Source: an optimization exercise on an open RTL-to-GDS flow (aim: small area, a short achievable clock period and few clock cycles). Production flows keep margins and buffers that such runs may drop. RTL that was checked went through simulation tests only; none was proved equivalent to the original. The RTL of runs 2 and 4 was laid out without a check of its function. Power figures rest on the tool's default switching activity, not on a simulated workload.

==> flow/constraint.sdc <==
create_clock -name core_clock -period 7.0 [get_ports {clk}]
set_input_delay 1.4000 -clock core_clock [delete_from_list [all_inputs] [get_ports {clk}]]
set_output_delay 1.4000 -clock core_clock [all_outputs]
set_load 0.01 [all_outputs]
==> flow/run.sh <==
#!/bin/bash
# synth_recipe.tcl (not shown) runs the flow's synth.tcl, then flattens the netlist and writes it again
# the make line also repeats each setting of config.mk as NAME=value (left out here)
make -C /OpenROAD-flow-scripts/flow DESIGN_CONFIG=/design/flow/config.mk WORK_HOME=/design/flow/orfs CLKGATE_MAP_FILE= SYNTH_SCRIPT=/design/flow/synth_recipe.tcl finish
==> flow/config.mk <==
export PLATFORM = sky130hd
export DESIGN_NAME = top_level
export DESIGN_NICKNAME = top_level
export VERILOG_FILES = /design/flow/design.v
export SDC_FILE = /design/flow/constraint.sdc
export NUM_CORES = 4
export LEC_CHECK = 0
export CAP_MARGIN = 20
export CORE_MARGIN = 2
export CORE_UTILIZATION = 40
export SLEW_MARGIN = 40
==> flow/design.v <==
module component_register #(
    parameter WIDTH = 8
) (
    input logic clk, rst, en,
    input logic [WIDTH-1:0] data_in,
    output logic [WIDTH-1:0] data_out
);
    always_ff @(posedge clk or posedge rst) begin
        if (rst) begin
            data_out <= '0;
        end else if (en) begin
            data_out <= data_in;
        end
    end
endmodule
module component_delay #(
    parameter WIDTH = 8,
    parameter CYCLES = 4
) (
    input logic clk, rst,
    input logic [WIDTH-1:0] data_in,
    output logic [WIDTH-1:0] data_out,
    output logic [CYCLES:0][WIDTH-1:0] data_all_out
);
    logic [CYCLES:0][WIDTH-1:0] mem;
    for (genvar i = 0; i < CYCLES; i++) begin : reg_array
        component_register #(
            .WIDTH(WIDTH)
        ) reg_array (
            .clk(clk),
            .rst(rst),
            .en(1'b1),
            .data_in(mem[i]),
            .data_out(mem[i+1])
        );
    end
    assign data_out = mem[CYCLES];
    assign mem[0] = data_in;
    for (genvar i = 0; i <= CYCLES; i++) begin : all_out_assign
        assign data_all_out[i] = mem[i];
    end
endmodule
module logic_we (
    input logic clk, rst, we, re, hit,
    output logic cache_we
);
    logic re_miss_reg_out;
    logic we_hit_reg_out;
    logic we_miss_reg_1_out;
    logic we_miss_reg_2_out;
    component_register #(
        .WIDTH(1)
    ) re_miss_reg (
        .clk(clk),
        .rst(rst),
        .en(1'b1),
        .data_in(re_miss_reg_out ? '0 : (re & ~hit)),
        .data_out(re_miss_reg_out)
    );
    component_register #(
        .WIDTH(1)
    ) we_hit_reg (
        .clk(clk),
        .rst(rst),
        .en(1'b1),
        .data_in(we && hit),
        .data_out(we_hit_reg_out)
    );
    component_register #(
        .WIDTH(1)
    ) we_miss_reg_1 (
        .clk(clk),
        .rst(rst),
        .en(1'b1),
        .data_in(we && ~hit),
        .data_out(we_miss_reg_1_out)
    );
    component_register #(
        .WIDTH(1)
    ) we_miss_reg_2 (
        .clk(clk),
        .rst(rst),
        .en(1'b1),
        .data_in(we_miss_reg_1_out),
        .data_out(we_miss_reg_2_out)
    );
    assign cache_we = re_miss_reg_out |
                      (we_hit_reg_out ? '0 : (we && hit)) |
                      ((we_miss_reg_1_out | we_miss_reg_2_out) ? '0 : (we && ~hit));
endmodule
module logic_done #(
    parameter MIN_CYCLES = 2
) (
    input logic clk, rst, we, re, hit,
    output logic op_in_progress, pre_done, done
);
    localparam int READ_HIT_CYCLES = MIN_CYCLES;
    localparam int READ_MISS_CYCLES = MIN_CYCLES+1;
    localparam int WRITE_HIT_CYCLES = MIN_CYCLES;
    localparam int WRITE_MISS_CYCLES = MIN_CYCLES+1;
    logic ones_in_pipe;
    logic read_hit_delay_out;
    logic [READ_HIT_CYCLES:0] read_hit_delay_all_out;
    logic read_hit_ones_in_pipe;
    always_comb begin
        read_hit_ones_in_pipe = '0;
        for (int i = 1; i <= READ_HIT_CYCLES; i++) begin
            read_hit_ones_in_pipe |= read_hit_delay_all_out[i];
        end
    end
    component_delay #(
        .WIDTH(1),
        .CYCLES(READ_HIT_CYCLES)
    ) read_hit_delay (
        .clk(clk),
        .rst(rst),
        .data_in(ones_in_pipe ? '0 : (re & hit)),
        .data_all_out(read_hit_delay_all_out),
        .data_out(read_hit_delay_out)
    );
    logic read_miss_delay_out;
    logic [READ_MISS_CYCLES:0] read_miss_delay_all_out;
    logic read_miss_ones_in_pipe;
    always_comb begin
        read_miss_ones_in_pipe = '0;
        for (int i = 1; i <= READ_MISS_CYCLES; i++) begin
            read_miss_ones_in_pipe |= read_miss_delay_all_out[i];
        end
    end
    component_delay #(
        .WIDTH(1),
        .CYCLES(READ_MISS_CYCLES)
    ) read_miss_delay (
        .clk(clk),
        .rst(rst),
        .data_in(ones_in_pipe ? '0 : (re & ~hit)),
        .data_all_out(read_miss_delay_all_out),
        .data_out(read_miss_delay_out)
    );
    logic write_hit_delay_out;
    logic [WRITE_HIT_CYCLES:0] write_hit_delay_all_out;
    logic write_hit_ones_in_pipe;
    always_comb begin
        write_hit_ones_in_pipe = '0;
        for (int i = 1; i <= WRITE_HIT_CYCLES; i++) begin
            write_hit_ones_in_pipe |= write_hit_delay_all_out[i];
        end
    end
    component_delay #(
        .WIDTH(1),
        .CYCLES(WRITE_HIT_CYCLES)
    ) write_hit_delay (
        .clk(clk),
        .rst(rst),
        .data_in(ones_in_pipe ? '0 : (we & hit)),
        .data_all_out(write_hit_delay_all_out),
        .data_out(write_hit_delay_out)
    );
    logic write_miss_delay_out;
    logic [WRITE_MISS_CYCLES:0] write_miss_delay_all_out;
    logic write_miss_ones_in_pipe;
    always_comb begin
        write_miss_ones_in_pipe = '0;
        for (int i = 1; i <= WRITE_MISS_CYCLES; i++) begin
            write_miss_ones_in_pipe |= write_miss_delay_all_out[i];
        end
    end
    component_delay #(
        .WIDTH(1),
        .CYCLES(WRITE_MISS_CYCLES)
    ) write_miss_delay (
        .clk(clk),
        .rst(rst),
        .data_in(ones_in_pipe ? '0 : (we & ~hit)),
        .data_all_out(write_miss_delay_all_out),
        .data_out(write_miss_delay_out)
    );
    assign done =   read_hit_delay_out |
                    read_miss_delay_out |
                    write_hit_delay_out |
                    write_miss_delay_out;
    assign pre_done =   read_hit_delay_all_out[READ_HIT_CYCLES-1] |
                        read_miss_delay_all_out[READ_MISS_CYCLES-1] |
                        write_hit_delay_all_out[WRITE_HIT_CYCLES-1] |
                        write_miss_delay_all_out[WRITE_MISS_CYCLES-1];
    always_comb begin
        op_in_progress = '0;
        for (int i = 0; i <= READ_HIT_CYCLES; i++) begin
            op_in_progress |= read_hit_delay_all_out[i];
        end
        for (int i = 0; i <= READ_MISS_CYCLES; i++) begin
            op_in_progress |= read_miss_delay_all_out[i];
        end
        for (int i = 0; i <= WRITE_HIT_CYCLES; i++) begin
            op_in_progress |= write_hit_delay_all_out[i];
        end
        for (int i = 0; i <= WRITE_MISS_CYCLES; i++) begin
            op_in_progress |= write_miss_delay_all_out[i];
        end
    end
    assign ones_in_pipe = read_hit_ones_in_pipe | read_miss_ones_in_pipe | write_hit_ones_in_pipe | write_miss_ones_in_pipe;
endmodule
module cache_control #(
    parameter WAYS = 4,
    parameter WIDTH = 8
) (
    input logic clk, rst, we, re, hit,
    input logic [WIDTH-1:0] data_in, data_from_RAM,
    input logic [WIDTH-1:0] data_from_cache,
    output logic op_in_progress, pre_done, done, cache_we,
    output logic [WIDTH-1:0] cache_data_in,
    output logic [WIDTH-1:0] data_out
);
    logic_we logic_we_inst (
        .clk(clk),
        .rst(rst),
        .we(we),
        .re(re),
        .hit(hit),
        .cache_we(cache_we)
    );
    logic_done #(
        .MIN_CYCLES(1)
    ) logic_done_inst (
        .clk(clk),
        .rst(rst),
        .we(we),
        .re(re),
        .hit(hit),
        .op_in_progress(op_in_progress),
        .pre_done(pre_done),
        .done(done)
    );
    assign cache_data_in = we ? data_in : data_from_RAM;
    logic [WIDTH-1:0] which_data;
    assign which_data = re ? (hit ? (data_from_cache) : data_from_RAM) : '0;
    component_register #(
        .WIDTH(WIDTH)
    ) data_out_reg (
        .clk(clk),
        .rst(rst),
        .en(pre_done),
        .data_in(which_data),
        .data_out(data_out)
    );
    component_delay ugh();
endmodule
module cache_data #(
    parameter WIDTH=8,
    parameter WAYS=4,
    parameter TOTAL_SIZE=16
    ) (
    input  logic clk, rst, we,
    input  logic [$clog2(WAYS)-1:0] way,
    input  logic [$clog2(TOTAL_SIZE/WAYS)-1:0] index,
    input  logic [WIDTH-1:0] data_in,
    output logic [WIDTH-1:0] data_out
);
    logic [WIDTH-1:0] mem [0:WAYS-1][0:TOTAL_SIZE/WAYS-1];
    always_ff @(posedge clk or posedge rst) begin
        if (rst) begin
            for (int i = 0; i < WAYS; i++) begin
                for (int j = 0; j < TOTAL_SIZE/WAYS; j++) begin
                    mem[i][j] <= '0;
                end
            end
        end else if (we) begin
            mem[way][index] <= data_in;
        end
    end
    assign data_out = mem[way][index];
endmodule
module cache_tag #(
    parameter WIDTH = 8,
    parameter WAYS = 4,
    parameter TOTAL_SIZE = 16,
    parameter RAM_DEPTH = 256
) (
    input  logic clk,
    input  logic rst,
    input  logic we,
    input  logic [$clog2(WAYS)-1:0] way,
    input  logic [$clog2(TOTAL_SIZE/WAYS)-1:0] index,
    input  logic [$clog2(RAM_DEPTH)-$clog2(TOTAL_SIZE/WAYS)-1:0] tag_in,
    output logic [WAYS-1:0][$clog2(RAM_DEPTH)-$clog2(TOTAL_SIZE/WAYS)-1:0] tag_out  
);
    logic [WIDTH-1:0] tags [0:WAYS-1][0:TOTAL_SIZE/WAYS-1];
    always_ff @(posedge clk or posedge rst) begin
        if (rst) begin
            for(int i = 0; i < WAYS; i++) begin
                for(int j = 0; j < TOTAL_SIZE/WAYS; j++) begin
                    tags[i][j] <= '0;  
                end
            end
        end else begin
            if (we) begin
                tags[way][index] <= tag_in;  
            end
        end
    end
    always_comb begin
        for(int i = 0; i < WAYS; i++) begin
            tag_out[i] = tags[i][index];  
        end
    end
endmodule
module cache_valid #(
    parameter WAYS = 4,
    parameter TOTAL_SIZE = 16
) (
    input logic clk,
    input logic rst,
    input logic we,
    input logic [$clog2(WAYS)-1:0] way,
    input logic [$clog2(TOTAL_SIZE/WAYS)-1:0] index,
    output logic [WAYS-1:0] valid_out  
);
    logic valid_bits [0:WAYS-1][0:TOTAL_SIZE/WAYS-1];
    always_ff @(posedge clk or posedge rst) begin
        if (rst) begin
            for(int i = 0; i < WAYS; i++) begin
                for(int j = 0; j < TOTAL_SIZE/WAYS; j++) begin
                    valid_bits[i][j] <= '0;  
                end
            end
        end else begin
            if (we) begin
                valid_bits[way][index] <= 1'b1;  
            end
        end
    end
    always_comb begin
        for(int i = 0; i < WAYS; i++) begin
            valid_out[i] = valid_bits[i][index];  
        end
    end
endmodule
module cache_hit #(
    parameter WAYS = 4,
    parameter TOTAL_SIZE = 16,
    parameter RAM_DEPTH = 256,
    parameter WIDTH = 8
) (
    input  logic [$clog2(RAM_DEPTH)-1-$clog2(TOTAL_SIZE/WAYS):0] target_tag,
    input  logic [WAYS-1:0][$clog2(RAM_DEPTH)-1-$clog2(TOTAL_SIZE/WAYS):0] tags,
    input  logic [WAYS-1:0] valid_bits,
    input  logic [$clog2(WAYS)-1:0] lru_way,
    output logic hit,
    output logic [$clog2(WAYS)-1:0] chosen_way
);
    always_comb begin
        hit = 0;
        chosen_way = 0;
        for (int i = 0; i < WAYS; i++) begin
            if (valid_bits[i] && (tags[i] == target_tag)) begin
                hit = 1;
                chosen_way = i;
            end
        end
        if (!hit) begin
            chosen_way = lru_way;
        end
    end
endmodule
module cache_lru #(
    parameter WAYS = 4,
    parameter TOTAL_SIZE = 16
) (
    input logic clk, rst, re, we, update,
    input logic [$clog2(WAYS)-1:0] way,
    input logic [$clog2(TOTAL_SIZE/WAYS)-1:0] index,
    output logic [$clog2(WAYS)-1:0] replace_way
);
    logic [$clog2(WAYS)-1:0] last_used [0:WAYS][0:(TOTAL_SIZE/WAYS)-1];
    logic [$clog2(WAYS)-1:0] replace_way_r;
    logic [$clog2(WAYS)-1:0] current_way_addr;
    always_comb begin
        current_way_addr = 0;
        for (int i = 0; i < WAYS; i++) begin
            if (last_used[i][index] == way) begin
                current_way_addr = i;
            end
        end
    end
    assign replace_way = last_used[0][index];
    always_ff @(posedge clk or posedge rst) begin
        if (rst) begin
            for (int i = 0; i < WAYS; i++) begin
                for (int j = 0; j < TOTAL_SIZE/WAYS; j++) begin
                    last_used[i][j] <= i;
                end
            end
        end else if (update) begin
            for (int i = 0; i < WAYS-1; i++) begin
                if (i >= current_way_addr) begin
                    last_used[i][index] <= last_used[i+1][index];
                end
            end
            last_used[WAYS-1][index] <= last_used[current_way_addr][index];
        end
    end
endmodule
module cache_top #(
    parameter WIDTH=8,
    parameter WAYS=4,
    parameter TOTAL_SIZE=16,
    parameter RAM_DEPTH=256
) (
    input  logic clk, rst, we, re,
    input  logic [$clog2(RAM_DEPTH)-1:0] addr,
    input  logic [WIDTH-1:0] data_in,
    input  logic [WIDTH-1:0] RAM_data_in,
    output logic [WIDTH-1:0] RAM_data_out,
    output logic [$clog2(RAM_DEPTH)-1:0] RAM_addr,
    output logic op_in_progress, done, RAM_we,
    output logic [WIDTH-1:0] data_out
);
logic new_operation;
logic we_r, re_r;
logic [$clog2(RAM_DEPTH)-1:0] addr_r;
logic [WIDTH-1:0] data_in_r;
assign new_operation = re | we;
always_ff @(posedge clk or posedge rst) begin
    if (rst) begin
        we_r <= '0;
        re_r <= '0;
        addr_r <= '0;
        data_in_r <= '0;
    end else begin
        if (new_operation) begin
            we_r <= we;
            re_r <= re;
            addr_r <= addr;
            data_in_r <= data_in;
        end else if (done) begin
            we_r <= '0;
            re_r <= '0;
            addr_r <= '0;
            data_in_r <= '0;
        end
    end
end
assign RAM_addr = addr_r;  
assign RAM_data_out = data_in_r;  
logic hit;
logic pre_done;
logic [$clog2(TOTAL_SIZE/WAYS)-1:0] index;  
logic [$clog2(RAM_DEPTH)-$clog2(TOTAL_SIZE/WAYS)-1:0] target_tag;  
logic [WAYS-1:0][$clog2(RAM_DEPTH)-$clog2(TOTAL_SIZE/WAYS)-1:0] tags;  
logic [WAYS-1:0] valid_bit;  
logic [WAYS-1:0] valid_bits;  
logic [$clog2(WAYS)-1:0] chosen_way;  
logic [$clog2(WAYS)-1:0] replace_way;  
logic [WIDTH-1:0] cache_data_out;  
logic [WIDTH-1:0] cache_data_in;  
logic cache_we;  
assign index = addr_r[$clog2(TOTAL_SIZE/WAYS)-1:0];
assign target_tag = addr_r[$clog2(RAM_DEPTH)-1:$clog2(TOTAL_SIZE/WAYS)];
cache_data #(
    .WIDTH(WIDTH),
    .WAYS(WAYS),
    .TOTAL_SIZE(TOTAL_SIZE)
) cache_data_inst (
    .clk(clk),
    .rst(rst),
    .we(cache_we),
    .way(chosen_way),
    .index(index),
    .data_in(cache_data_in),
    .data_out(cache_data_out)
);
cache_tag #(
    .WIDTH($clog2(RAM_DEPTH)),
    .WAYS(WAYS),
    .TOTAL_SIZE(TOTAL_SIZE)
) cache_tag_inst (
    .clk(clk),
    .rst(rst),
    .we(cache_we),
    .way(chosen_way),
    .index(index),
    .tag_in(target_tag),
    .tag_out(tags)
);
cache_valid #(
    .WAYS(WAYS),
    .TOTAL_SIZE(TOTAL_SIZE)
) cache_valid_inst (
    .clk(clk),
    .rst(rst),
    .we(cache_we),
    .way(chosen_way),
    .index(index),
    .valid_out(valid_bits)
);
cache_hit #(
    .WAYS(WAYS),
    .TOTAL_SIZE(TOTAL_SIZE),
    .RAM_DEPTH(RAM_DEPTH),
    .WIDTH(WIDTH)
) cache_hit_inst (
    .target_tag(target_tag),
    .tags(tags),
    .valid_bits(valid_bits),
    .lru_way(replace_way),
    .hit(hit),
    .chosen_way(chosen_way)
);
cache_lru #( 
    .WAYS(WAYS),
    .TOTAL_SIZE(TOTAL_SIZE)
) cache_lru_inst (
    .clk(clk),
    .rst(rst),
    .re(re_r),
    .we(we_r),
    .update(pre_done),
    .way(chosen_way),
    .index(index),
    .replace_way(replace_way)
);
cache_control #(
    .WAYS(WAYS),
    .WIDTH(WIDTH)
) cache_control_inst (
    .clk(clk),
    .rst(rst),
    .we(we_r),
    .re(re_r),
    .hit(hit),
    .data_in(data_in_r),
    .data_from_RAM(RAM_data_in),
    .data_from_cache(cache_data_out),
    .op_in_progress(op_in_progress),
    .pre_done(pre_done),
    .done(done),
    .cache_we(cache_we),
    .cache_data_in(cache_data_in),
    .data_out(data_out)
);
assign RAM_we = we_r;
endmodule
module ram #(
    parameter WIDTH=8,
    parameter DEPTH=256
    ) (
    input  logic clk, rst, we,
    input  logic [WIDTH-1:0] data_in,
    input  logic [$clog2(DEPTH)-1:0] addr,
    output logic [WIDTH-1:0] data_out
);
    logic [WIDTH-1:0] mem [0:DEPTH-1];
    always_ff @(posedge clk or posedge rst) begin
        if (rst) begin
            for (int i = 0; i < DEPTH; i++) begin
                mem[i] <= '0;
            end
            data_out <= '0;
        end else begin
            if (we) begin
                mem[addr] <= data_in;
            end
            data_out <= mem[addr];
        end
    end
endmodule
module top_level #(
    parameter WIDTH=8,
    parameter WAYS=4,
    parameter TOTAL_SIZE=16,
    parameter RAM_DEPTH=256
) (
    input  logic clk, rst, we, re,
    input  logic [$clog2(RAM_DEPTH)-1:0] addr,
    input  logic [WIDTH-1:0] data_in,
    output logic done, op_in_progress,
    output logic [WIDTH-1:0] data_out
);
    logic RAM_we;
    logic [WIDTH-1:0] RAM_data_in, RAM_data_out;
    logic [$clog2(RAM_DEPTH)-1:0] RAM_addr;
    cache_top #(
        .WIDTH(WIDTH),
        .WAYS(WAYS),
        .TOTAL_SIZE(TOTAL_SIZE),
        .RAM_DEPTH(RAM_DEPTH)
    ) cache_top_inst (
        .clk(clk),
        .rst(rst),
        .we(we),
        .re(re),
        .addr(addr),
        .data_in(data_in),
        .RAM_data_in(RAM_data_out),  
        .RAM_data_out(RAM_data_in),  
        .RAM_addr(RAM_addr),
        .op_in_progress(op_in_progress),
        .done(done),
        .RAM_we(RAM_we),
        .data_out(data_out)
    );
    ram #(
        .WIDTH(WIDTH),
        .DEPTH(RAM_DEPTH)
    ) ram_inst (
        .clk(clk),
        .rst(rst),
        .we(RAM_we),
        .addr(RAM_addr),
        .data_in(RAM_data_in),
        .data_out(RAM_data_out)
    );
endmodule
==> metrics.csv, run 1 <==
metric;value;unit
CTS tree;done;
most common library cell in the layout ignoring fill and taps;dfrtp_1;
max FFs per register;2048;
Final Max Slew Viols;0;
number of synthesized flops with an enable pin;0;
unrepaired setup endpoints after global routing;no;
total setup buffers inserted after CTS;0;
placed cells;11400;
Starting Density;40.3;%
YS warnings;15;
post-synthesis cell type count;81;
share of cells above drive strength 1;42.1;%
Hold Fails Final Rpt;0;
total gr overflow;0;
met1 Use GR;63.0;%
Final Cell Area;0.123;mm²
Die Y;512;µm
Startpoint Class;flip-flop;
GR peak layer;met2;
Post-Route Utilization;47.8;%
setup slack after layout;1.24;ns
Post-Place Worst Slack;1.60;ns
post-synthesis instance total;7816;
drt drc;0;
first-pass GRT wire length;879000;µm
GRT Overall Usage;52.3;%
outcome;finished clean;
Async SR Flop Fraction;100;%
Least-Margin Pin Slew;1.14;ns
CP max FO;53;
Critical Path RT;7.77;ns
Rows;186;
Yosys reg bits;2364;
CTS clk-pin slew, worst paths;0.07;ns
sequential fraction of the synthesis area;57.2;%
R2R setup slack;1.24;ns
Final setup viols;0;
Top FF cell, synth;dfrtp_1;
largest net degree at the start of global routing;140;
Detailed Place HPWL;509000;µm
Die ar.;0.263;mm²
Worst Setup Path Type;reg -> reg;
CTS H-tree depth;5;
reg2reg path depth;11;
Post-DP Area;0.113;mm²
Synth Area per Inst;13.2;µm²
WHS Path Cells;0;
post-route ant nets;0;
GP Congestion;1.15;
clock root buffer master;clkbuf_16;
clock skew;0.102;ns
clock buffer depth;4;
IO Count;30;
fmax;174;MHz
cts hold-fix bufs;0;
Post-Route Setup TNS;0;ns
PostCTS Resize Cnt;0;
HP Class;reg -> reg;
most frequent cells in the layout;dfrtp_1, mux2_2, a22oi_1;
Iter 0 DRT Violations;14600;
Syn Nets;7836;
mapped cell area;0.103;mm²
Nets;8388;
post-route insts no fill;12100;
CP startpoint;cache_top_inst.addr_r[1];
WL/cell;58.0;µm
CTS Sinks;2364;
Core Region;0.257;mm²
r2r endpoint;ram_inst.data_out[0];
I/O Buffers;29;
Final Critical Period;5.76;ns
Clock Latency Late Sink;1.01;ns
RR Startpoint;cache_top_inst.addr_r[1];
drt via density;7.28;
initial antenna violation count;129;
Critical Path AT;6.53;ns
final period utilization;82.2;%
Worst Setup End Kind;flip-flop;
routed wire length;700000;µm
leakage power total;58.7;nW
drt first pass iters;8;
GR Util met3;24.1;%
Die Wd;512;µm
vias in the first global route;80300;
Max VDD drop;0.265;mV
vias;87900;
P per Cell Area;301;mW/mm²
Max-slew headroom;24.3;%
area grow syn2layout;18.6;%
Fillers;23000;
met2 Usage GRT;69.6;%
largest registers;ram_inst.mem x2048, cache_top_inst.cache_data_inst.mem x128, cache_top_inst.cache_tag_inst.tags x96;
cts bufs inserted;291;
total of max-cap violations;0;
Reg with most FFs;ram_inst.mem;
==> metrics by stage <==
| stage | total power [mW] | hold WS (ns) |
|---|---|---|
| CTS | 36.6 | 0.375 |
| floorplan | 19.7 | 0.346 |
| detailed placement | 21.9 | 0.362 |
| finish | 36.9 | 0.368 |
| global placement | 21.7 | 0.351 |
| global route | 37.7 | 0.392 |
==> cell families after synthesis <==
| family | Yosys count | share of synthesized area [%] |
|---|---|---|
| DFF | 2364 | 57.2 |
| muxes | 2242 | 24.7 |
| and+or+nand+nor | 1386 | 6.45 |
| AOI/OAI and AO/OA | 1315 | 9.51 |
| buffers and inverters | 478 | 1.87 |
| xor gates and xnor gates | 31 | 0.263 |
==> critical path, cell delays in order, from the launching register on <==
cell	delay, ns
dfrtp_4	0.91
or2_2	0.61
or2_2	0.75
nor2_1	0.42
buf_4	0.35
a22o_1	0.34
a221oi_1	0.32
nand3_1	0.45
nor4_2	0.75
nand2_1	0.22
nor3_1	0.25
a31oi_1	0.11
==> metal layers <==
layer	part of all wire, %	wire length, µm	up-vias
met3	14	95900	2359
met2	39	274000	8076
met1	36	254000	46800
met4	11	75400	38
li1	-	-	30700
met5	0.070	487	-
==> area by class of cell <==
class	count	area [µm²]	share of cell area (%)
antenna	130	325	0.265
clock buffer	419	8380	6.83
clock inverter	64	729	0.595
inverter	21	82.6	0.0673
multi-input combinational	4974	43300	35.3
sequential	2364	59200	48.3
tap	3384	4230	3.45
timing repair buffer	716	6400	5.22
==> power breakdown <==
group / total (mW) / internal (mW) / switching, mW
Combinational: 5.00 / 1.97 / 3.03
Clock: 15.0 / 8.68 / 6.30
Sequential: 16.9 / 15.4 / 1.47
==> cell usage after synthesis (all sizes together), types with 5 or more instances <==
master   count  area share (%)
a222oi      10           0.097
mux4        28            0.61
a211oi       6           0.044
o31ai        6           0.044
mux2      2181              24
inv         20           0.073
nand4      137            0.83
buf         80            0.43
o21ai       46            0.23
nor2       448             1.6
or4b         7           0.068
o22ai        5           0.030
or3         10           0.060
a32oi        6           0.051
or2         23            0.14
nor4        87            0.56
a22o       152             1.3
and4         9           0.076
mux2i       33            0.32
nor3        54            0.31
or4         15            0.11
o221ai      10           0.085
nand2b       9           0.054
a221oi     144             1.2
a21oi      159            0.78
xor2         8           0.068
xnor2       23            0.19
dfrtp     2348              57
a31oi       10           0.060
nand4b       9           0.076
and3        17            0.10
clkbuf     377             1.4
nor3b       18            0.21
nand4bb     12            0.13
a22oi      723             5.2
nand2      406             1.5
dfstp       16            0.41
nand3      114            0.55
==> how the worst max path moves through the flow <==
stage,endpoint,slack [ns],cells past startpoint
3_5_place_dp,ram_inst.data_out[0],1.60,11
2_1_floorplan,cache_top_inst.addr_r[0],-27.24,1
6_report,ram_inst.data_out[0],1.24,11
4_1_cts,ram_inst.data_out[0],1.56,11
3_3_place_gp,ram_inst.data_out[0],1.34,11
5_1_grt,cache_top_inst.cache_tag_inst.tags[8][2],1.31,12
Testbench counts, summed over its fixed seeds: cycles 40,233.
==> inputs of run 2 (changes only) <==
==> flow/design.v (replaced) <==
module top_level #(
    parameter WIDTH=8,
    parameter WAYS=4,
    parameter TOTAL_SIZE=16,
    parameter RAM_DEPTH=256
) (
    input  logic clk, rst, we, re,
    input  logic [$clog2(RAM_DEPTH)-1:0] addr,
    input  logic [WIDTH-1:0] data_in,
    output logic done, op_in_progress,
    output logic [WIDTH-1:0] data_out
);
    logic [RAM_DEPTH-1:0][WIDTH-1:0] mem;
    logic [RAM_DEPTH-1:0] valid;
    logic done_r, wr_pend;
    logic [$clog2(RAM_DEPTH)-1:0] waddr_r;
    logic [WIDTH-1:0] wdata_r, dout_r;
    always_ff @(posedge clk or posedge rst) begin
        if (rst) begin
            done_r  <= 1'b0;
            wr_pend <= 1'b0;
            dout_r  <= '0;
        end else begin
            done_r  <= re | we;
            wr_pend <= we;
            dout_r  <= (re && valid[addr]) ? mem[addr] : '0;
        end
    end
    always_ff @(posedge clk) begin
        waddr_r <= addr;
        wdata_r <= data_in;
    end
    always_ff @(posedge clk or posedge rst) begin
        if (rst) valid <= '0;
        else if (wr_pend) valid[waddr_r] <= 1'b1;
    end
    always_ff @(posedge clk) begin
        if (wr_pend) mem[waddr_r] <= wdata_r;
    end
    assign done = done_r;
    assign op_in_progress = done_r;
    assign data_out = dout_r;
endmodule
==> run 2 against run 1 <==
Against the previous run:
- still clean
- synthesized cell count shrank 11%
- area after synthesis grew 13%
- cell area grew 6.2%
- sequential share of layout area grew 4.3 points
- first-iteration DRC count shrank 41%
- fmax grew 19%
- non-clock buffer count shrank 513
- highest routed layer unchanged
==> metrics.csv, run 2 <==
metric;value;unit;change
Hold Fails Final Rpt;0;;unchanged
setup slack after layout;2.15;ns;was 1.24 ns
Clock Latency Late Sink;0.91;ns;was 1.01 ns
total of max-cap violations;0;;unchanged
vias in the first global route;67500;;was 80300
reg2reg path depth;9;;was 11
first-pass GRT wire length;518000;µm;was 879000 µm
Async SR Flop Fraction;11.4;%;was 100%
uppermost layer routed;met5;;unchanged
wl on met1;154000;µm;was 254000 µm
Min-Delay Endpoint;valid[44];;
Final Critical Period;4.85;ns;was 5.76 ns
Critical Path AT;5.49;ns;was 6.53 ns
area grow syn2layout;11.7;%;was 18.6%
drt via density;6.21;;was 7.28
PostCTS Resize Cnt;0;;unchanged
largest net degree at the start of global routing;167;;was 140
GP Congestion;0.900;;was 1.15
Die ar.;0.296;mm²;was 0.263 mm²
total setup buffers inserted after CTS;0;;unchanged
Final setup viols;0;;unchanged
Max-slew headroom;34.4;%;was 24.3%
vias;68500;;was 87900
HP Class;reg -> reg;;unchanged
Die Wd;544;µm;was 512 µm
Starting Density;40.1;%;was 40.3%
unrepaired setup endpoints after global routing;no;;unchanged
met2 wire length;164000;µm;was 274000 µm
min-delay src;valid[44];;
clock root buffer master;clkbuf_16;;unchanged
post-synthesis mux area share;32.2;%;was 24.7%
mapped cell area;0.117;mm²;was 0.103 mm²
Core Region;0.291;mm²;was 0.257 mm²
Post-Synth Simple-Gate Area;3.56;%;was 6.45%
r2r endpoint;mem[785];;was ram_inst.data_out[0]
share of cells above drive strength 1;47.7;%;was 42.1%
Detailed Place HPWL;235000;µm;was 509000 µm
Rows;198;;was 186
area share of the largest cell type after synthesis;52.7;%;was 56.8%
Reg with most FFs;mem;;was ram_inst.mem
I/O Buffers;29;;unchanged
most frequent cell after synthesis;edfxtp_1;;was dfrtp_1
routed wire length;363000;µm;was 700000 µm
Critical Path RT;7.64;ns;was 7.77 ns
leakage power total;44.3;nW;was 58.7 nW
Post-synth top cells;edfxtp_1, mux2_2, mux4_2, clkbuf_1, nand2_1;;was dfrtp_1, mux2_2, a22oi_1, nor2_1, nand2_1
post-synthesis instance total;6947;;was 7816
Nets;6934;;was 8388
Synth Area in Compound Gates;3.30;%;was 9.51%
total gr overflow;0;;unchanged
max FFs per register;2048;;unchanged
routed wl met3;29900;µm;was 95900 µm
Max VDD drop;0.202;mV;was 0.265 mV
final period utilization;69.3;%;was 82.2%
IO Count;30;;unchanged
most frequent cells in the layout;edfxtp_1, mux2_2, mux4_2;;was dfrtp_1, mux2_2, a22oi_1
Startpoint Class;flip-flop;;unchanged
CTS H-tree depth;5;;unchanged
initial antenna violation count;13;;was 129
YS warnings;1;;was 15
Synth Area in Adders;0.0536;%;was 0%
clock buffer depth;4;;unchanged
Top FF cell, synth;edfxtp_1;;was dfrtp_1
WL/cell;32.9;µm;was 58.0 µm
post-route ant nets;0;;unchanged
GRT Overall Usage;24.1;%;was 52.3%
most common library cell in the layout ignoring fill and taps;edfxtp_1;;was dfrtp_1
CP max FO;16;;was 53
Final Max Slew Viols;0;;unchanged
largest registers;mem x2048, valid x256;;was ram_inst.mem x2048, cache_top_inst.cache_data_inst.mem x128, cache_top_inst.cache_tag_inst.tags x96
post-synthesis cell type count;86;;was 81
CTS tree;done;;unchanged
xor/xnor cell area share of the yosys netlist;0.0375;%;was 0.263%
WHS Path Cells;1;;was 0
largest family of logic cells by synthesized area;multiplexers;;unchanged
sequential fraction of the synthesis area;58.7;%;was 57.2%
CTS Sinks;2330;;was 2364
Iter 0 DRT Violations;8589;;was 14600
Post-Route Setup TNS;0;ns;unchanged
Synth Area per Inst;16.8;µm²;was 13.2 µm²
drt drc;0;;unchanged
Yosys reg bits;2330;;was 2364
Die Y;544;µm;was 512 µm
P per Cell Area;259;mW/mm²;was 301 mW/mm²
R2R setup slack;2.15;ns;was 1.24 ns
CTS clk-pin slew, worst paths;0.06;ns;was 0.07 ns
Least-Margin Pin Slew;0.981;ns;was 1.14 ns
total power;33.7;mW;was 36.9 mW
Post-Place Worst Slack;1.80;ns;was 1.60 ns
cts hold-fix bufs;0;;unchanged
Worst Setup Path Type;reg -> reg;;unchanged
Syn Nets;6972;;was 7836
clock skew;0.0501;ns;was 0.102 ns
cts bufs inserted;268;;was 291
number of synthesized flops with an enable pin;2048;;was 0
RR Startpoint;waddr_r[0];;was cache_top_inst.addr_r[1]
drt first pass iters;7;;was 8
Worst Setup End Kind;flip-flop;;unchanged
outcome;finished clean;;unchanged
fmax;206;MHz;was 174 MHz
synth top area cells;edfxtp_1, mux2_2, mux4_2;;was dfrtp_1, mux2_2, a22oi_1
post-synth top area cell;edfxtp_1;;was dfrtp_1
[run 2: changes by cell type in the layout (fill, tap and decap cells not counted), sizes merged, moves of 113 or more]
cell and delta:
mux4 +552, a221oi -132, a22o -150, edfxtp +2048, o21bai +224, diode -124
a21oi -121, dfrtp -2082, a22oi -685, mux2 -113, nor2 -249, buf -499
[run 2: how the worst max path moves through the flow]
| stage | to | startpoint | depth (start not counted) | slack [ns] |
|---|---|---|---|---|
| global placement | dout_r[7] | addr[0] | 9 | 1.33 |
| global route | mem[801] | waddr_r[4] | 8 | 2.06 |
| detailed placement | dout_r[4] | addr[1] | 11 | 1.80 |
| floorplan | valid[116] | wr_pend | 5 | -20.86 |
| finish | mem[785] | waddr_r[0] | 9 | 2.15 |
| CTS | mem[1311] | waddr_r[0] | 10 | 2.27 |
[run 2: area by class of cell]
cell class | instances | area, µm²
well taps | 3900 | 4880
clock inverters | 133 | 1320
fillers | 25000 | 160000
inverters | 12 | 63.8
repair buffers | 203 | 2360
clock buffers | 347 | 7200
multi-input cells | 4094 | 46000
flip-flops and latches | 2330 | 68500
diodes | 6 | 15.0
[run 2: cells by family (layout without fill, tap and decap cells)]
group                    count (synthesis)  after routing
buffers and inverters                  523            695
other                                    0              6
flip-flops                            2330           2330
AND/OR/NAND/NOR                        790            790
adder cells (fa/ha/maj)                  5              5
multiplexers                          2768           2768
AO/OA/AOI/OAI                          526            526
XOR/XNOR                                 5              5
[run 2: report_power, final]
part	switching, mW	internal (mW)
Clock	5.99	7.96
Sequential	0.444	16.1
Combinational	1.85	1.39
Total	8.29	25.4
[run 2: worst max-delay path: stages (launching register included)]
cell and delay (ns):
dfxtp_1 0.68, inv_1 0.28, ha_1 0.37, nand2b_1 0.23
or3_1 0.32, nand2_1 0.16, nor2_4 0.65, nand2_2 0.67
nor2_2 0.76, mux2_2 0.41
[run 2: metrics by stage]
| step | util, % | hold slack (ns) | cells | cell area [µm²] |
|---|---|---|---|---|
| after floorplan | - | 0.423 | 6947 | 117000 |
| after global placement | 41.7 | 0.433 | 10500 | 121000 |
| after detailed placement | 41.8 | 0.439 | 10500 | 121000 |
| after CTS | 44.7 | 0.452 | 11000 | 130000 |
| after global routing | 44.8 | 0.464 | 11000 | 130000 |
| final | 44.9 | 0.451 | 11000 | 130000 |
[run 2: metal layers]
layer	GRT usage (%)	vias up
li1	-	27900
met1	34.0	37000
met2	36.5	2950
met3	4.82	633
met4	9.74	8
met5	0	-
==> inputs of run 3 (changes only) <==
==> flow/design.v (replaced) <==
module top_level #(
    parameter WIDTH=8,
    parameter WAYS=4,
    parameter TOTAL_SIZE=16,
    parameter RAM_DEPTH=256
) (
    input  logic clk, rst, we, re,
    input  logic [$clog2(RAM_DEPTH)-1:0] addr,
    input  logic [WIDTH-1:0] data_in,
    output logic done, op_in_progress,
    output logic [WIDTH-1:0] data_out
);
    logic [RAM_DEPTH-1:0][WIDTH-1:0] mem;
    logic done_r, wr_pend, clr;
    logic [$clog2(RAM_DEPTH)-1:0] waddr_r;
    logic [WIDTH-1:0] wdata_r, lo_r, hi_r;
    always_ff @(posedge clk or posedge rst) begin
        if (rst) begin
            done_r  <= 1'b0;
            wr_pend <= 1'b0;
            clr     <= 1'b1;
        end else begin
            done_r  <= re | we;
            wr_pend <= we;
            clr     <= 1'b0;
        end
    end
    always_ff @(posedge clk) begin
        waddr_r <= addr;
        wdata_r <= data_in;
    end
    always_ff @(posedge clk) begin
        lo_r <= (re && !addr[7]) ? mem[{1'b0, addr[6:0]}] : '0;
        hi_r <= (re &&  addr[7]) ? mem[{1'b1, addr[6:0]}] : '0;
    end
    logic [WIDTH-1:0] wdata;
    assign wdata = clr ? '0 : wdata_r;
    for (genvar i = 0; i < RAM_DEPTH; i++) begin : row
        always_ff @(posedge clk) begin
            if (clr || (wr_pend && waddr_r == i)) mem[i] <= wdata;
        end
    end
    assign done = done_r;
    assign op_in_progress = done_r;
    assign data_out = lo_r | hi_r;
endmodule
--- a/flow/config.mk
+++ b/flow/config.mk
@@ -9,3 +9,6 @@
 export CORE_MARGIN = 2
-export CORE_UTILIZATION = 40
+export CORE_UTILIZATION = 65
+export CTS_CLUSTER_DIAMETER = 60
+export CTS_CLUSTER_SIZE = 25
+export SETUP_SLACK_MARGIN = 4.0
 export SLEW_MARGIN = 40
==> run 3 against run 2 <==
Against the previous run:
- largest cell class unchanged
- non-clock buffer count shrank 14
- sequential power decreased by 9%
- global-route usage increased by 9.4 points
- first-iteration DRC count shrank 23%
- clock skew shrank 0.025 ns
- combinational power fell by about 30%
- area after synthesis shrank 30%
- cell area shrank 30%
- final cell count decreased by 45%
- still clean
- register-to-register slack gained 1.7 ns
- highest routed layer unchanged
==> metrics.csv, run 3 <==
metric;value;unit;change
CP delay by family, top;simple AND/OR/NAND/NOR gates;;unchanged
drt drc;0;;unchanged
Async SR Flop Fraction;0.144;%;was 11.4%
WHS Path Cells;1;;unchanged
Core Region;0.126;mm²;was 0.291 mm²
Post-Route Utilization;72.6;%;was 44.9%
Synth Area per Inst;19.3;µm²;was 16.8 µm²
fmax;313;MHz;was 206 MHz
Final Cell Area;0.0912;mm²;was 0.130 mm²
Max VDD drop;0.314;mV;was 0.202 mV
drt first pass iters;6;;was 7
Final Max Slew Viols;0;;unchanged
I/O Buffers;29;;unchanged
area grow syn2layout;10.9;%;was 11.7%
reg2reg path depth;4;;was 9
first-pass GRT wire length;306000;µm;was 518000 µm
max FFs per register;2048;;unchanged
Detailed Place HPWL;129000;µm;was 235000 µm
Post-DP Area;0.0847;mm²;was 0.121 mm²
Worst Setup Path Type;reg -> reg;;unchanged
post-synth top area cell;edfxtp_1;;unchanged
RR Startpoint;wr_pend;;was waddr_r[0]
Rows;130;;was 198
clock power share;33.6;%;was 41.4%
crit path buf inv count;1;;unchanged
Reg with most FFs;mem;;unchanged
Critical Path RT;7.40;ns;was 7.64 ns
post-synthesis cell type count;51;;was 86
IO Count;30;;unchanged
Post-synth top cells;edfxtp_1, mux2i_1, a22oi_1, mux4_2, a21o_1;;was edfxtp_1, mux2_2, mux4_2, clkbuf_1, nand2_1
post-route insts no fill;6071;;was 11000
Post-Route Setup TNS;0;ns;unchanged
r2r endpoint;mem[1850];;was mem[785]
Synth Area in Compound Gates;6.59;%;was 3.30%
switching portion of total power;23.5;%;was 24.6%
vias in the first global route;40900;;was 67500
post-synthesis instance total;4250;;was 6947
CTS Sinks;2083;;was 2330
largest net degree at the start of global routing;177;;was 167
Logic pwr share;8.7;%;was 9.6%
Synth Area in Adders;0;%;was 0.0536%
crit path cell chain;inv_1 -> nor2_1 -> nand3_1 -> o21bai_1;;was inv_1 -> ha_1 -> nand2b_1 -> or3_1 -> nand2_1 -> nor2_4 -> nand2_2 -> nor2_2 -> mux2_2
Top FF cell, synth;edfxtp_1;;unchanged
final period utilization;45.7;%;was 69.3%
slowest library cell on the worst path;o21bai_1;;was nor2_2
cts bufs inserted;142;;was 268
routed wire length;217000;µm;was 363000 µm
largest family of logic cells by synthesized area;multiplexers;;unchanged
Die ar.;0.129;mm²;was 0.296 mm²
Post-Place Worst Slack;2.01;ns;was 1.80 ns
WL/cell;35.8;µm;was 32.9 µm
R2R setup slack;3.80;ns;was 2.15 ns
Syn Nets;4270;;was 6972
HP Class;reg -> reg;;unchanged
Final Critical Period;3.20;ns;was 4.85 ns
Max-slew headroom;31.4;%;was 34.4%
initial antenna violation count;6;;was 13
area share of the largest cell type after synthesis;74.8;%;was 52.7%
xor/xnor cell area share of the yosys netlist;0;%;was 0.0375%
drt via density;7.03;;was 6.21
post-route ant nets;0;;unchanged
cts hold-fix bufs;0;;unchanged
Die Wd;360;µm;was 544 µm
CTS tree;done;;unchanged
clock root buffer master;clkbuf_16;;unchanged
Die Y;360;µm;was 544 µm
P per Cell Area;286;mW/mm²;was 259 mW/mm²
mapped cell area;0.0822;mm²;was 0.117 mm²
Final setup viols;0;;unchanged
number of synthesized flops with an enable pin;2048;;unchanged
sequential fraction of the synthesis area;75.7;%;was 58.7%
GP Congestion;1.00;;was 0.900
most frequent cells in the layout;edfxtp_1, mux2i_1, a22oi_1;;was edfxtp_1, mux2_2, mux4_2
GRT Overall Usage;33.5;%;was 24.1%
share of cells above drive strength 1;20.4;%;was 47.7%
Startpoint Class;flip-flop;;unchanged
Hold Fails Final Rpt;0;;unchanged
Switching Power;6.12;mW;was 8.29 mW
total gr overflow;0;;unchanged
Starting Density;65.5;%;was 40.1%
total of max-cap violations;0;;unchanged
vias;42700;;was 68500
CP max FO;8;;was 16
Nets;4330;;was 6934
Worst Setup End Kind;flip-flop;;unchanged
CTS clk-pin slew, worst paths;0.08;ns;was 0.06 ns
clock buffer depth;3;;was 4
synth top area cells;edfxtp_1, mux4_2, mux2i_1;;was edfxtp_1, mux2_2, mux4_2
leakage power total;31.7;nW;was 44.3 nW
min-delay src;wdata_r[3];;was valid[44]
clock skew;0.0251;ns;was 0.0501 ns
Critical Path AT;3.60;ns;was 5.49 ns
Internal Power;20.0;mW;was 25.4 mW
CTS H-tree depth;4;;was 5
most common library cell in the layout ignoring fill and taps;edfxtp_1;;unchanged
post-synthesis mux area share;13.7;%;was 32.2%
outcome;finished clean;;unchanged
unrepaired setup endpoints after global routing;yes;;was no
Least-Margin Pin Slew;1.03;ns;was 0.981 ns
YS warnings;1;;unchanged
worst-case hold slack;0.643;ns;was 0.451 ns
placed cells;5761;;was 10500
Post-Synth Simple-Gate Area;2.03;%;was 3.56%
Clock Latency Late Sink;0.80;ns;was 0.91 ns
Yosys reg bits;2083;;was 2330
Min-Delay Endpoint;mem[339];;was valid[44]
most frequent cell after synthesis;edfxtp_1;;unchanged
Worst path max stage delay;0.94;ns;was 0.76 ns
setup slack after layout;3.80;ns;was 2.15 ns
total power;26.1;mW;was 33.7 mW
Iter 0 DRT Violations;6584;;was 8589
sequential group share of total power;57.7;%;was 49.0%
run 3: cell count changes in the layout (fill, tap and decap cells not counted), sizes merged, moves of 139 or more:
cell,previous run,this run
clkbuf,347,160
a22oi,38,293
nand2,338,79
nor2,199,41
dfrtp,266,2
a21o,33,172
mux2i,120,535
mux4,580,261
mux2,2068,0
run 3: area by class of cell:
class                           instances  area (µm²)
Antenna cell                            4        10.0
Clock inverter                         99        1110
Tap cell                             1650        2060
Sequential cell                      2083       62300
Timing Repair Buffer                  189        2720
Multi-Input combinational cell       1891       19300
Clock buffer                          152        3650
Fill cell                            7498       34400
Inverter                                3        15.0
run 3: logic make-up after synthesis:
| group | Yosys count |
|---|---|
| AO/OA/AOI/OAI | 759 |
| buffers and inverters | 279 |
| flip-flops | 2083 |
| multiplexers | 796 |
| other | 1 |
| AND/OR/NAND/NOR | 332 |
run 3: layer usage:
metal	share of wire, %	vias up	wire, µm	global-route usage (%)
met4	3.3	2	7200	10.6
met3	12	362	25200	8.29
met5	0.0055	-	12	0
met1	39	22200	85100	50.2
li1	-	17600	-	-
met2	46	2480	99600	49.6
run 3: how the worst max path moves through the flow:
stage | to | cells after the start | slack, ns | from
after detailed placement | hi_r[6] | 8 | 2.01 | addr[3]
after CTS | mem[1470] | 4 | 3.90 | wr_pend
after floorplan | mem[1003] | 3 | 3.67 | clr
after global placement | hi_r[6] | 8 | 2.04 | addr[3]
final | mem[1850] | 4 | 3.80 | wr_pend
after global routing | mem[1850] | 4 | 3.77 | wr_pend
run 3: power groups by stage:
| stage | Combinational (mW) | Sequential (mW) | Clock [mW] |
|---|---|---|---|
| 2_1_floorplan | 1.35 | 15.2 | 0 |
| 3_3_place_gp | 2.07 | 15.3 | 0 |
| 3_5_place_dp | 2.11 | 15.3 | 0 |
| 4_1_cts | 2.21 | 15.1 | 8.82 |
| 5_1_grt | 2.37 | 15.1 | 9.29 |
| 6_report | 2.27 | 15.0 | 8.77 |
run 3: what timing repair did:
item / CTS / global route
endpoints found under the setup margin: 67 / 212
buffers inserted: 20 / 9
cloned: 18 / 4
pin swaps: 10 / 9
gates resized for setup: 164 / 49
Testbench counts of run 3, summed over its fixed seeds: cycles 24,000.
==> inputs of run 4 (changes only) <==
==> flow/design.v (replaced) <==
module top_level #(
    parameter WIDTH=8,
    parameter WAYS=4,
    parameter TOTAL_SIZE=16,
    parameter RAM_DEPTH=256
) (
    input  logic clk, rst, we, re,
    input  logic [$clog2(RAM_DEPTH)-1:0] addr,
    input  logic [WIDTH-1:0] data_in,
    output logic done, op_in_progress,
    output logic [WIDTH-1:0] data_out
);
    logic [RAM_DEPTH-1:0][WIDTH-1:0] mem;
    logic done_r;
    logic [WIDTH-1:0] dout_r;
    logic clr;
    always_ff @(posedge clk or posedge rst) begin
        if (rst) done_r <= 1'b0;
        else     done_r <= re | we;
    end
    always_ff @(posedge clk or posedge rst) begin
        if (rst) clr <= 1'b1;
        else     clr <= 1'b0;
    end
    logic [RAM_DEPTH-1:0] sel;
    always_comb begin
        for (int i = 0; i < RAM_DEPTH; i++)
            sel[i] = (addr == i);
    end
    always_ff @(posedge clk) begin
        dout_r <= re ? mem[addr] : '0;
    end
    logic [WIDTH-1:0] wdata;
    assign wdata = clr ? '0 : data_in;
    for (genvar i = 0; i < RAM_DEPTH; i++) begin : row
        always_ff @(posedge clk) begin
            if (clr || (we && sel[i])) mem[i] <= wdata;
        end
    end
    assign done = done_r;
    assign op_in_progress = done_r;
    assign data_out = dout_r;
endmodule
--- a/flow/config.mk
+++ b/flow/config.mk
@@ -9,5 +9,3 @@
 export CORE_MARGIN = 2
-export CORE_UTILIZATION = 65
-export CTS_CLUSTER_DIAMETER = 60
-export CTS_CLUSTER_SIZE = 25
+export CORE_UTILIZATION = 55
 export SETUP_SLACK_MARGIN = 4.0
==> run 4 against run 3 <==
Against the previous run:
- critical path type is now in -> reg
- critical endpoint is now dout_r[4]
- count of clock-buffer cells in the layout grew 107
- critical path depth grew 7
- register-to-register slack gained 0.30 ns
- fmax shrank 3.0%
- setup slack lost 0.099 ns
==> metrics.csv, run 4 <==
metric;value;unit;change
RR Startpoint;clr;;was wr_pend
Detailed Place HPWL;129000;µm;about the same
post-synth top area cell;edfxtp_1;;unchanged
CP max FO;15;;was 8
Starting Density;55.3;%;was 65.5%
sequential fraction of the synthesis area;75.7;%;about the same
drt via density;6.72;;was 7.03
synth top area cells;edfxtp_1, mux4_2, mux2i_1;;unchanged
YS warnings;1;;unchanged
Die Y;389;µm;was 360 µm
Worst path max stage delay;0.38;ns;was 0.94 ns
crit path buf inv count;4;;was 1
CTS clk-pin slew, worst paths;0.06;ns;was 0.08 ns
Reg with most FFs;mem;;unchanged
Post-Route Setup TNS;0;ns;unchanged
routed wl met3;19700;µm;was 25200 µm
Nets;4179;;was 4330
Post-synth top cells;edfxtp_1, mux4_2, mux2i_1, a21o_1, clkbuf_1;;was edfxtp_1, mux2i_1, a22oi_1, mux4_2, a21o_1
reg2reg path depth;3;;was 4
cts bufs inserted;203;;was 142
Post-Route Utilization;64.2;%;was 72.6%
post-synthesis instance total;3965;;was 4250
share of cells above drive strength 1;28.5;%;was 20.4%
Post-Place Worst Slack;1.74;ns;was 2.01 ns
fmax;303;MHz;was 313 MHz
Critical Path AT;4.00;ns;was 3.60 ns
Final Max Slew Viols;0;;unchanged
total of max-cap violations;0;;unchanged
CP delay by family, top;simple AND/OR/NAND/NOR gates;;unchanged
most common library cell in the layout ignoring fill and taps;edfxtp_1;;unchanged
Critical Path RT;7.70;ns;was 7.40 ns
Worst Setup End Kind;flip-flop;;unchanged
Hold Fails Final Rpt;0;;unchanged
P per Cell Area;289;mW/mm²;was 286 mW/mm²
GP Congestion;0.865;;was 1.00
crit path cell chain;buf_16 -> buf_12 -> buf_4 -> buf_16 -> mux2i_1 -> o22ai_1 -> nor3_2 -> nand4_1 -> o21ai_2 -> o211ai_1 -> and4_1;;was inv_1 -> nor2_1 -> nand3_1 -> o21bai_1
initial antenna violation count;14;;was 6
largest net degree at the start of global routing;185;;was 177
CTS tree;done;;unchanged
IO Count;30;;unchanged
number of synthesized flops with an enable pin;2048;;unchanged
CTS Sinks;2058;;was 2083
mapped cell area;0.0815;mm²;was 0.0822 mm²
r2r endpoint;mem[1242];;was mem[1850]
area share of the largest cell type after synthesis;75.4;%;was 74.8%
Die Wd;389;µm;was 360 µm
R2R setup slack;4.10;ns;was 3.80 ns
final period utilization;47.1;%;was 45.7%
uppermost layer routed;met5;;unchanged
clock buffer depth;3;;unchanged
drt drc;0;;unchanged
Clock Latency Late Sink;0.82;ns;was 0.80 ns
first-pass GRT wire length;315000;µm;was 306000 µm
leakage power total;33.6;nW;was 31.7 nW
I/O Buffers;29;;unchanged
Final setup viols;0;;unchanged
placed cells;5756;;was 5761
slowest library cell on the worst path;nor3_2;;was o21bai_1
met2 wire length;106000;µm;was 99600 µm
Worst Setup Path Type;in -> reg;;was reg -> reg
clock root buffer master;clkbuf_16;;unchanged
cts hold-fix bufs;0;;unchanged
most frequent cell after synthesis;edfxtp_1;;unchanged
Final Critical Period;3.30;ns;was 3.20 ns
largest registers;mem x2048, dout_r x8;;
CP startpoint;addr[0];;was wr_pend
max FFs per register;2048;;unchanged
routed wire length;222000;µm;was 217000 µm
Rows;141;;was 130
Top FF cell, synth;edfxtp_1;;unchanged
Least-Margin Pin Slew;0.967;ns;was 1.03 ns
unrepaired setup endpoints after global routing;yes;;unchanged
clock skew;0.0248;ns;was 0.0251 ns
post-synthesis cell type count;68;;was 51
cell depth of the worst setup path;11;;was 4
Iter 0 DRT Violations;5378;;was 6584
Core Region;0.147;mm²;was 0.126 mm²
GRT Overall Usage;29.4;%;was 33.5%
most frequent cells in the layout;edfxtp_1, mux4_2, mux2i_1;;was edfxtp_1, mux2i_1, a22oi_1
setup slack after layout;3.70;ns;was 3.80 ns
wl on met1;88500;µm;was 85100 µm
Max VDD drop;0.229;mV;was 0.314 mV
Die ar.;0.151;mm²;was 0.129 mm²
HP Class;in -> async;;was reg -> reg
vias in the first global route;42000;;was 40900
WL/cell;35.5;µm;was 35.8 µm
drt first pass iters;5;;was 6
Startpoint Class;input port;;was flip-flop
CTS H-tree depth;4;;unchanged
post-route insts no fill;6251;;was 6071
CP most frequent cell;buf_16;;
Yosys reg bits;2058;;was 2083
area grow syn2layout;16.0;%;was 10.9%
Syn Nets;3985;;was 4270
post-route ant nets;0;;unchanged
Max-slew headroom;35.4;%;was 31.4%
outcome;finished clean;;unchanged
vias;42000;;was 42700
Synth Area per Inst;20.6;µm²;was 19.3 µm²
Async SR Flop Fraction;0.0972;%;was 0.144%
total gr overflow;0;;unchanged
-- run 4: report_power, final --
| group | switching, mW | total, mW | internal, mW |
|---|---|---|---|
| logic | 1.40 | 2.26 | 0.860 |
| clock network | 4.52 | 10.6 | 6.08 |
| registers | 0.176 | 14.5 | 14.3 |
| total | 6.10 | 27.4 | 21.3 |
-- run 4: what timing repair did --
| action | CTS | global route |
|---|---|---|
| setup buffers | 80 | 5 |
| pin swaps | 51 | 21 |
| setup endpoints to repair | 2067 | 1293 |
| hold endpoints to repair | 0 | 0 |
| gates resized for setup | 361 | 100 |
| gates cloned | 33 | 4 |
-- run 4: worst max-delay path by stage --
| stage | slack (ns) | end |
|---|---|---|
| after floorplan | 2.88 | mem[0] |
| after global placement | 1.55 | dout_r[2] |
| after detailed placement | 1.74 | dout_r[2] |
| after CTS | 3.72 | dout_r[2] |
| after global routing | 3.74 | dout_r[7] |
| final | 3.70 | dout_r[4] |
-- run 4: metrics by stage --
step	hold WS [ns]	instance area (µm²)	power, mW
2_1_floorplan	0.782	81600	15.9
3_3_place_gp	1.00	83600	16.6
3_5_place_dp	0.999	83900	16.7
4_1_cts	0.666	93800	27.4
5_1_grt	0.705	94600	28.1
6_report	0.720	94600	27.4
-- run 4: per-layer routing --
metal	global-route usage (%)	up-vias
met3	5.33	395
met5	0	-
met2	46.0	2181
li1	-	17100
met4	10.7	6
met1	42.2	22400
-- run 4: layout make-up --
class                   instances  area, µm²
fillers                      9874      52900
repair buffers                246       3950
clock buffers                 259       5400
clock inverters               105       1000
inverters                       4       20.0
flip-flops and latches       2058      61700
diodes                          3       7.51
well taps                    1930       2410
multi-input cells            1646      20100
-- run 4: cells by family (layout without fill, tap and decap cells) --
group / count (synthesis) / after routing / synth area share, %
AND/OR/NAND/NOR: 297 / 299 / 1.89
buffers and inverters: 263 / 614 / 2.06
other: 1 / 4 / 0.00460
flip-flops: 2058 / 2058 / 75.7
AO/OA/AOI/OAI: 651 / 651 / 5.65
multiplexers: 695 / 695 / 14.7
==> inputs of run 5 (changes only) <==
==> flow/design.v (replaced) <==
module andor16n #(parameter W = 8) (
    input  logic [15:0][W-1:0] d,
    input  logic [15:0] s,
    output logic [W-1:0] yn
);
    logic [1:0][W-1:0] h;
    always_comb begin
        h = '0;
        for (int k = 0; k < 8; k++) begin
            h[0] |= d[k] & {W{s[k]}};
            h[1] |= d[k+8] & {W{s[k+8]}};
        end
    end
    assign yn = ~(h[0] | h[1]);
endmodule
module nand4w #(parameter W = 8) (
    input  logic [W-1:0] a, b, c, d,
    output logic [W-1:0] y
);
    assign y = ~(a & b & c & d);
endmodule
module top_level #(
    parameter WIDTH=8,
    parameter WAYS=4,
    parameter TOTAL_SIZE=16,
    parameter RAM_DEPTH=256
) (
    input  logic clk, rst, we, re,
    input  logic [$clog2(RAM_DEPTH)-1:0] addr,
    input  logic [WIDTH-1:0] data_in,
    output logic done, op_in_progress,
    output logic [WIDTH-1:0] data_out
);
    logic [RAM_DEPTH-1:0][WIDTH-1:0] mem;
    logic done_r, wr_pend, clr;
    logic [$clog2(RAM_DEPTH)-1:0] waddr_r;
    logic [WIDTH-1:0] wdata_r, lo_r, hi_r;
    always_ff @(posedge clk or posedge rst) begin
        if (rst) begin
            done_r  <= 1'b0;
            wr_pend <= 1'b0;
            clr     <= 1'b1;
        end else begin
            done_r  <= re | we;
            wr_pend <= we;
            clr     <= 1'b0;
        end
    end
    always_ff @(posedge clk) begin
        waddr_r <= addr;
        wdata_r <= data_in;
    end
    logic [RAM_DEPTH-1:0] sel;
    always_comb begin
        for (int i = 0; i < RAM_DEPTH; i++) sel[i] = (addr == i);
    end
    logic [15:0][WIDTH-1:0] t1;    
    logic [3:0][WIDTH-1:0]  t2;    
    for (genvar i = 0; i < 16; i++) begin : l1
        andor16n #(.W(WIDTH)) g (.d(mem[16*i+15:16*i]), .s(sel[16*i+15:16*i]), .yn(t1[i]));
    end
    for (genvar i = 0; i < 4; i++) begin : l2
        nand4w #(.W(WIDTH)) g (.a(t1[4*i]), .b(t1[4*i+1]), .c(t1[4*i+2]), .d(t1[4*i+3]), .y(t2[i]));
    end
    always_ff @(posedge clk) begin
        lo_r <= re ? (t2[0] | t2[1]) : '0;
        hi_r <= re ? (t2[2] | t2[3]) : '0;
    end
    logic [WIDTH-1:0] wdata;
    assign wdata = clr ? '0 : wdata_r;
    for (genvar i = 0; i < RAM_DEPTH; i++) begin : row
        always_ff @(posedge clk) begin
            if (clr || (wr_pend && waddr_r == i)) mem[i] <= wdata;
        end
    end
    assign done = done_r;
    assign op_in_progress = done_r;
    assign data_out = lo_r | hi_r;
endmodule
--- a/flow/config.mk
+++ b/flow/config.mk
@@ -9,4 +9,7 @@
 export CORE_MARGIN = 2
-export CORE_UTILIZATION = 55
+export CORE_UTILIZATION = 65
+export CTS_CLUSTER_DIAMETER = 60
+export CTS_CLUSTER_SIZE = 25
 export SETUP_SLACK_MARGIN = 4.0
 export SLEW_MARGIN = 40
+export SYNTH_HIERARCHICAL = 1
==> run 5 against run 4 <==
Against the previous run:
- flip-flop and latch count grew 25
- register-to-register slack lost 0.15 ns
- final cell count shrank 4.8%
- setup slack gained 0.21 ns
- highest routed layer unchanged
- routed wire length shrank 3.6%
- sequential power grew 5%
- global-route usage grew 4.5 points
- count of clock-buffer cells in the layout shrank 97
- power shrank 8.3%
- critical endpoint is now hi_r[2]
- synthesized cell count grew 8.6%
==> metrics.csv, run 5 <==
metric;value;unit;change
number of synthesized flops with an enable pin;2048;;unchanged
Least-Margin Pin Slew;1.07;ns;was 0.967 ns
vias;44400;;was 42000
WL/cell;36.0;µm;was 35.5 µm
P per Cell Area;280;mW/mm²;was 289 mW/mm²
Max-slew headroom;28.9;%;was 35.4%
clock skew;0.0224;ns;was 0.0248 ns
drt first pass iters;6;;was 5
largest net degree at the start of global routing;165;;was 185
I/O Buffers;29;;unchanged
Final setup viols;0;;unchanged
sequential group share of total power;60.4;%;was 53.0%
Critical Path AT;3.75;ns;was 4.00 ns
final period utilization;44.0;%;was 47.1%
Synth Area per Inst;18.5;µm²;was 20.6 µm²
post-synthesis cell type count;36;;was 68
Async SR Flop Fraction;0.144;%;was 0.0972%
crit path buf inv count;2;;was 4
clock power share;35.0;%;was 38.7%
CP max FO;17;;was 15
switching portion of total power;22.0;%;was 22.3%
outcome;finished clean;;unchanged
area share of the largest cell type after synthesis;77.3;%;was 75.4%
total power;25.1;mW;was 27.4 mW
Post-Route Setup TNS;0;ns;unchanged
CP delay by family, top;simple AND/OR/NAND/NOR gates;;unchanged
leakage power total;27.9;nW;was 33.6 nW
Reg with most FFs;mem;;unchanged
Top FF cell, synth;edfxtp_1;;unchanged
first-pass GRT wire length;304000;µm;was 315000 µm
fmax;325;MHz;was 303 MHz
IO Count;30;;unchanged
total of max-cap violations;0;;unchanged
Final Cell Area;0.0897;mm²;was 0.0946 mm²
Syn Nets;4325;;was 3985
CTS tree;done;;unchanged
Hold Fails Final Rpt;0;;unchanged
Critical Path RT;7.67;ns;was 7.70 ns
routed wire length;214000;µm;was 222000 µm
most common library cell in the layout ignoring fill and taps;edfxtp_1;;unchanged
post-route insts no fill;5951;;was 6251
CTS H-tree depth;4;;unchanged
clock root buffer master;clkbuf_16;;unchanged
sequential fraction of the synthesis area;78.2;%;was 75.7%
Yosys reg bits;2083;;was 2058
share of cells above drive strength 1;25.3;%;was 28.5%
Iter 0 DRT Violations;6386;;was 5378
HP Class;reg -> reg;;was in -> async
initial antenna violation count;6;;was 14
CTS clk-pin slew, worst paths;0.09;ns;was 0.06 ns
placed cells;5617;;was 5756
synth top area cells;edfxtp_1, a22o_1, a221oi_1;;was edfxtp_1, mux4_2, mux2i_1
drt via density;7.45;;was 6.72
Internal Power;19.6;mW;was 21.3 mW
GRT Overall Usage;33.9;%;was 29.4%
unrepaired setup endpoints after global routing;yes;;unchanged
Post-synth top cells;edfxtp_1, a22o_1, a221oi_1, nor2_1, o31ai_1;;was edfxtp_1, mux4_2, mux2i_1, a21o_1, clkbuf_1
Nets;4240;;was 4179
Final Max Slew Viols;0;;unchanged
crit path cell chain;buf_6 -> nand4bb_4 -> buf_12 -> nor2_2 -> a221oi_2 -> and4_1 -> nand4_1 -> o21a_1;;was buf_16 -> buf_12 -> buf_4 -> buf_16 -> mux2i_1 -> o22ai_1 -> nor3_2 -> nand4_1 -> o21ai_2 -> o211ai_1 -> and4_1
max FFs per register;2048;;unchanged
Clock Latency Late Sink;0.76;ns;was 0.82 ns
Die Y;354;µm;was 389 µm
Max VDD drop;0.258;mV;was 0.229 mV
clock buffer depth;3;;unchanged
Post-Route Utilization;73.8;%;was 64.2%
Starting Density;65.5;%;was 55.3%
vias in the first global route;43300;;was 42000
Logic pwr share;4.6;%;was 8.2%
Rows;128;;was 141
drt drc;0;;unchanged
area grow syn2layout;12.7;%;was 16.0%
post-route ant nets;0;;unchanged
post-synthesis instance total;4305;;was 3965
Detailed Place HPWL;125000;µm;was 129000 µm
cts bufs inserted;138;;was 203
CTS Sinks;2083;;was 2058
Worst path max stage delay;0.39;ns;was 0.38 ns
YS warnings;8;;was 1
post-synth top area cell;edfxtp_1;;unchanged
Post-DP Area;0.0814;mm²;was 0.0839 mm²
total gr overflow;0;;unchanged
slowest library cell on the worst path;a221oi_2;;was nor3_2
Die ar.;0.125;mm²;was 0.151 mm²
Fillers;6969;;was 9874
Worst Setup End Kind;flip-flop;;unchanged
Final Critical Period;3.08;ns;was 3.30 ns
mapped cell area;0.0796;mm²;was 0.0815 mm²
Switching Power;5.52;mW;was 6.10 mW
most frequent cells in the layout;edfxtp_1, a22o_1, a221oi_1;;was edfxtp_1, mux4_2, mux2i_1
Die Wd;354;µm;was 389 µm
most frequent cell after synthesis;edfxtp_1;;unchanged
Core Region;0.122;mm²;was 0.147 mm²
GP Congestion;0.941;;was 0.865
Worst Setup Path Type;in -> reg;;unchanged
Startpoint Class;input port;;unchanged
-- run 5: changes by cell type after synthesis, sizes merged, moves of 99 or more --
| cell | previous run | this run |
|---|---|---|
| and4 | 6 | 128 |
| mux2i | 269 | 0 |
| a21o | 164 | 0 |
| a22o | 3 | 512 |
| o31ai | 0 | 256 |
| mux4 | 401 | 0 |
| a221oi | 23 | 512 |
| o21bai | 99 | 0 |
| nor2 | 72 | 256 |
-- run 5: layer usage --
metal / global-route usage, % / up-vias / routed length [µm]
met1: 48.2 / 23000 / 80600
met2: 53.2 / 2679 / 103000
met4: 11.6 / 12 / 7170
met5: 0 / - / 69
li1: - / 18200 / -
met3: 7.05 / 415 / 23700
-- run 5: layout make-up --
cell class              count  area [µm²]  share of cell area, %
flip-flops and latches   2083       62200                   69.4
clock inverters            82        1130                   1.26
repair inverters            1        11.3                 0.0126
well taps                1625        2030                   2.27
clock buffers             162        3720                   4.15
diodes                      2        5.00                0.00558
multi-input cells        1786       17800                   19.9
repair buffers            208        2640                   2.94
inverters                   2        33.8                 0.0377
-- run 5: final timing paths --
kind,start,endpoint,slack [ns],depth (start not counted)
max,addr[2],hi_r[2],3.92,8
min,wdata_r[3],mem[827],0.68,1
max reg2reg,waddr_r[4],mem[61],3.95,3
min reg2reg,wdata_r[3],mem[827],0.68,1
max in group asynchronous,rst,clr,5.75,2
min in group asynchronous,rst,done_r,0.92,2
-- run 5: logic make-up after synthesis --
group	after synthesis	synth area share, %
compound gates	1296	14.2
flops	2083	78.2
buf+inv	436	3.94
other cells	1	0.00471
simple gates	489	3.67
-- run 5: metrics by stage --
step / hold WS, ns / worst slack, ns
4_1_cts: 0.690 / 3.91
3_3_place_gp: 0.694 / 1.16
5_1_grt: 0.721 / 3.87
2_1_floorplan: 0.668 / 3.80
6_report: 0.682 / 3.92
3_5_place_dp: 0.675 / 1.66
-- run 5: power groups by stage --
stage / logic (mW) / registers, mW / clock network [mW]
finish: 1.15 / 15.2 / 8.80
floorplan: 0.494 / 15.3 / 0
global route: 1.19 / 15.3 / 9.32
detailed placement: 1.03 / 15.4 / 0
CTS: 1.08 / 15.2 / 8.86
global placement: 0.906 / 15.4 / 0
-- run 5: repair_timing --
item / CTS / global route
pin swaps: 51 / 25
resized for setup: 374 / 170
cloned: 0 / 1
setup buffers: 60 / 22
endpoints found under the setup margin: 42 / 643
hold buffers: 0 / 0
-- run 5: worst register-to-register path: stages (launching register included) --
cell	delay, ns
dfxtp_1	0.49
buf_4	0.27
or4_2	1.07
o31ai_2	0.85
Testbench counts of run 5, summed over its fixed seeds: cycles 24,000.

## re-timing with driven ports
No port has a modelled driver above. Below, the same layouts with a new extraction and two added sets of constraints. Step 1 assumes that a clkbuf_16 drives the clock port and a buf_2 every other input. Step 2 times the ports against the registers' clock, not the clock port: input delays grow and output delays shrink by t, the midpoint of the rising clock arrivals with the driver on. a / b / c = no drivers / after step 1 / after step 2; a / b = the first two.
| run | t, ns | setup WS [ns] | worst slew at a driven data input, ns | pins driven straight from the clock port |
|---|---|---|---|---|
| run 1 | 1.062 | 1.245 / 1.245 / 1.245 | 0.03 | 1 |
| run 2 | 1.001 | 2.150 / 2.150 / 1.669 | 0.05 | 1 |
| run 3 | 0.865 | 3.804 / 3.637 / 2.772 | 0.39 | 1 |
| run 4 | 0.893 | 3.705 / 3.528 / 2.636 | 0.34 | 1 |
| run 5 | 0.839 | 3.919 / 3.938 / 3.109 | 0.09 | 1 |
After both steps setup and hold are still met in every run listed. The setup slack of run 4, which loses most, moves by -0.177 ns with the drivers and by -1.069 ns with both steps.
